Context: an optimization exercise on an open-source flow, tuned for small area. The choices shown serve that exercise and are no tape-out recipe.
The RTL was checked by simulation tests, not by an equivalence proof against the original design.
Power is estimated from default activity; no workload was simulated.

Setup of alpha:
## addatone
module addatone
	(
		input wire i_Clock,
		input wire reset_n,
		output reg test,
		input wire i_ADC_Data,
		input wire i_ADC_Clock,
		input wire i_ADC_CS,
		input wire i_Mix,
		input wire i_Ring_Mod,
		output wire o_DAC_Data,
		output wire o_DAC_Bit_Clock,
		output wire o_DAC_LR_Clock
	);
For scale: about 12000 cells after synthesis, ~11 I/O pins, about 140000 sq um of cells after synthesis.
==> flow/config.mk <==
export PLATFORM = sky130hd
export DESIGN_NAME = addatone
export DESIGN_NICKNAME = addatone
export VERILOG_FILES = /design/flow/design.v
export SDC_FILE = /design/flow/constraint.sdc
export NUM_CORES = 4
export LEC_CHECK = 0
export CAP_MARGIN = 25
export CORE_MARGIN = 2
export CORE_UTILIZATION = 35
export CTS_CLUSTER_DIAMETER = 150
export CTS_CLUSTER_SIZE = 24
export PLACE_DENSITY = 0.5
export SLEW_MARGIN = 25
export SYNTH_MEMORY_MAX_BITS = 65536
==> flow/constraint.sdc <==
create_clock -name core_clock -period 20.0 [get_ports {i_Clock}]
set_input_delay 4.0000 -clock core_clock [delete_from_list [all_inputs] [get_ports {i_Clock}]]
set_output_delay 4.0000 -clock core_clock [all_outputs]
set_load 0.01 [all_outputs]
run.sh (not shown) runs the stock make flow with config.mk's settings and CLKGATE_MAP_FILE= SYNTH_SCRIPT=/design/flow/synth_recipe.tcl, a recipe that flattens the netlist after the stock synthesis.
Here is what was changed in the inputs of beta compared with alpha.
- CAP_MARGIN changed from 25 to 40
- SLEW_MARGIN changed from 25 to 40
### Flow results
The worst ir drop on vdd in beta was lower than what alpha gave. beta | status: complete | timing, DRC, antenna: pass. In the metrics for alpha and beta, the one carrying the higher total clock buffers created by CTS is alpha. Status: ratio of final minimum period to clock period parity (beta, alpha). Summary: with alpha as the reference, pin count of the biggest net entering global routing in beta moved down by more than 10%.
Relative to beta, the following input files were edited for gamma:
- swapping 40 for 30 in CAP_MARGIN
- swapping 40 for 30 in SLEW_MARGIN
Notes after the runs:
- Number of cell instances on the worst register-to-register path, beta and gamma, higher one = beta.
- Summary of gamma over beta: number of stages on the worst setup path -1, wire length of the first global-routing pass ~0 delta.
- beta and gamma ended up with nearly the same achievable frequency.
Input changes introduced in delta (baseline for comparison: gamma):
- CTS_CLUSTER_SIZE: 24 -> 26
Synthesis-to-finish area growth, gamma and delta, higher one = gamma.
Re setup slack: delta is 0.089 ns down on gamma.
Max minimum period implied by the final worst setup slack across gamma and delta: delta
Looking only at clock skew, and setting everything else aside, the lower value of gamma and delta goes to delta.
Side by side, hold slack turned out lower in delta than in gamma.
Going from gamma to delta, total of plain and repair buffers excluding clock buffers saw a decrease; number of clock buffers in the layout saw a decrease; die extent in x saw little to no change.
Diff gamma..delta | average vias per placed instance | negligible

== job 8949 ==
addatone, a different RTL version from the one above (not shown whole).
Size: ~13,000 cells after synthesis, ~4,600 flip-flops, about 11 I/O pins, ~140,000 µm² of cells after synthesis.
export LEC_CHECK = 0
export CAP_MARGIN = 10
export CORE_MARGIN = 2
export CORE_UTILIZATION = 35
export CTS_BUF_LIST = sky130_fd_sc_hd__clkbuf_4 sky130_fd_sc_hd__clkbuf_8
export GPL_TIMING_DRIVEN = 0
export PLACE_DENSITY = 0.5
export SLEW_MARGIN = 10
export SYNTH_MEMORY_MAX_BITS = 65536
create_clock -name core_clock -period 20.0 [get_ports {i_Clock}]
Job 8949: flow complete, layout not clean; failing: capacitance limit, slew limit
Edits applied to the flow inputs when going from job 8949 to job 7520:
Settings: GPL_TIMING_DRIVEN no longer set, was 0; SLEW_MARGIN now 40, was 10; CTS_BUF_LIST no longer set, was sky130_fd_sc_hd__clkbuf_4 sky130_fd_sc_hd__clkbuf_8; CAP_MARGIN now 40, was 10.
--- outcome ---
Job 7520: full flow OK, the timing, DRC and antenna checks passed. Taking job 8949 as the reference, in job 7520 all-layer global routing usage -7.9 points, flip-flop and latch share of the layout cell area +0.53 points, initial antenna violation count -58%, routed wire length -24%, part of the power in combinational logic -1.1 points. The lower number of detailed-routing iterations run before antenna repair came out of job 7520.

Another version of the RTL of addatone (not shown whole).
For scale: about 4600 flip-flops, about 11 I/O pins.
Design addatone, start of the top module:
module addatone
	(
		input wire i_Clock,
		input wire reset_n,
		output reg test,
		input wire i_ADC_Data,
		input wire i_ADC_Clock,
		input wire i_ADC_CS,
		input wire i_Mix,
		input wire i_Ring_Mod,
		output wire o_DAC_Data,
		output wire o_DAC_Bit_Clock,
		output wire o_DAC_LR_Clock
	);
make LEC_CHECK=0 CAP_MARGIN=40 CORE_MARGIN=2 CORE_UTILIZATION=55 CTS_CLUSTER_DIAMETER=150 CTS_CLUSTER_SIZE=24 PLACE_DENSITY=0.7 SLEW_MARGIN=40 SYNTH_MEMORY_MAX_BITS=65536 finish   # period 20.0 ns
The starting point produced a clean layout.
Next try:
Settings changed: CORE_UTILIZATION 55 to 35, PLACE_DENSITY 0.7 to 0.5.
After rerunning:
- The changed run passed the timing, DRC and antenna checks
- worst setup slack improves by 60 ps
- sequential power stays flat
- critical path depth stays the same
- via count shrinks by 3.2%
- sequential share of layout area is lower by 1.0 points
- cell area climbs by about 1.7%
- clock-buffer cell count increases by 4
- routed wire length is higher by 9.9%

Setup of before:
Another version of the RTL of addatone (not shown whole).
Size: ~12000 cells after synthesis, roughly 0.14 mm^2 of cells after synthesis.
Settings: LEC_CHECK=0, CAP_MARGIN=40, CORE_MARGIN=2, CORE_UTILIZATION=35, CTS_CLUSTER_DIAMETER=150, CTS_CLUSTER_SIZE=24, PLACE_DENSITY=0.5, SLEW_MARGIN=40, SYNTH_MEMORY_MAX_BITS=65536; clock period 20.0 ns.
Changes in after relative to before:
Settings: SLEW_MARGIN: 40 -> 30; CAP_MARGIN: 40 -> 30.
==> notes.md <==
- Relative slew slack in after is 6.7 points lower than in before
- Reported for before and after, compound-cell area share of the yosys netlist turned out identical to the last digit.
- On after: latest clock arrival within the worst-skew pair is 0.03 ns higher than what before gave.
- Re data arrival time at the worst-slack endpoint: after is 0.05 ns up on before.
- Clock skew of before is on par with after.
- The run with more setup slack is before; after has less.
- Relative to before, buffer count excluding the clock tree in the final layout has gone down in after.
- From after to before, number of design rule violations left after detail routing did not move at all.
- The worst setup timing slack at the placement stage of after is higher than that of before.
- Lower share of cell area taken by flip-flops and latches among before and after: before
- When after is measured against before, its final area turns out 0.31% lower.

==> static timing again, ports no longer ideal <==
No port has a modelled driver above. Below, the same layouts with a new extraction and two added sets of constraints.
Step 1 sets driving cells, clkbuf_16 on the clock port and buf_2 on the other inputs (assumed; they add their load-dependent delay and slew).
Step 2 moves the port delays by t, midway between the first and last clock arrival at a register: inputs arrive t later, outputs are due t later. That takes back most of the time a late clock gives input paths.
Slacks: no drivers / after step 1 / after step 2; pairs: no drivers / after step 1.
run | shift t [ns] | setup slack, ns | hold slack, ns | slew at the worst register clock pin (ns) | cell pins on the clock port's net
alpha | 1.069 | 3.242 / 3.242 / 3.242 | 0.263 / 0.263 / 0.263 | 0.11 / 0.11 | 1
beta | 1.053 | 3.237 / 3.237 / 3.237 | 0.278 / 0.278 / 0.278 | 0.11 / 0.11 | 1
gamma | 1.064 | 3.209 / 3.209 / 3.209 | 0.270 / 0.270 / 0.270 | 0.11 / 0.11 | 1
delta | 1.062 | 3.120 / 3.120 / 3.120 | 0.265 / 0.265 / 0.265 | 0.12 / 0.12 | 1
job 8949 | 1.356 | 4.998 / 4.998 / 4.998 | 0.238 / 0.238 / 0.238 | 0.08 / 0.08 | 1
job 7520 | 1.084 | 6.976 / 6.976 / 6.976 | 0.280 / 0.280 / 0.280 | 0.07 / 0.07 | 1
the first run of note 3 | 1.002 | 3.613 / 3.613 / 3.613 | 0.262 / 0.262 / 0.262 | 0.11 / 0.11 | 1
the second run of note 3 | 1.054 | 3.673 / 3.673 / 3.673 | 0.187 / 0.187 / 0.187 | 0.11 / 0.11 | 1
before | 1.052 | 3.561 / 3.561 / 3.561 | 0.215 / 0.215 / 0.215 | 0.11 / 0.11 | 1
after | 1.047 | 3.538 / 3.538 / 3.538 | 0.237 / 0.237 / 0.237 | 0.11 / 0.11 | 1
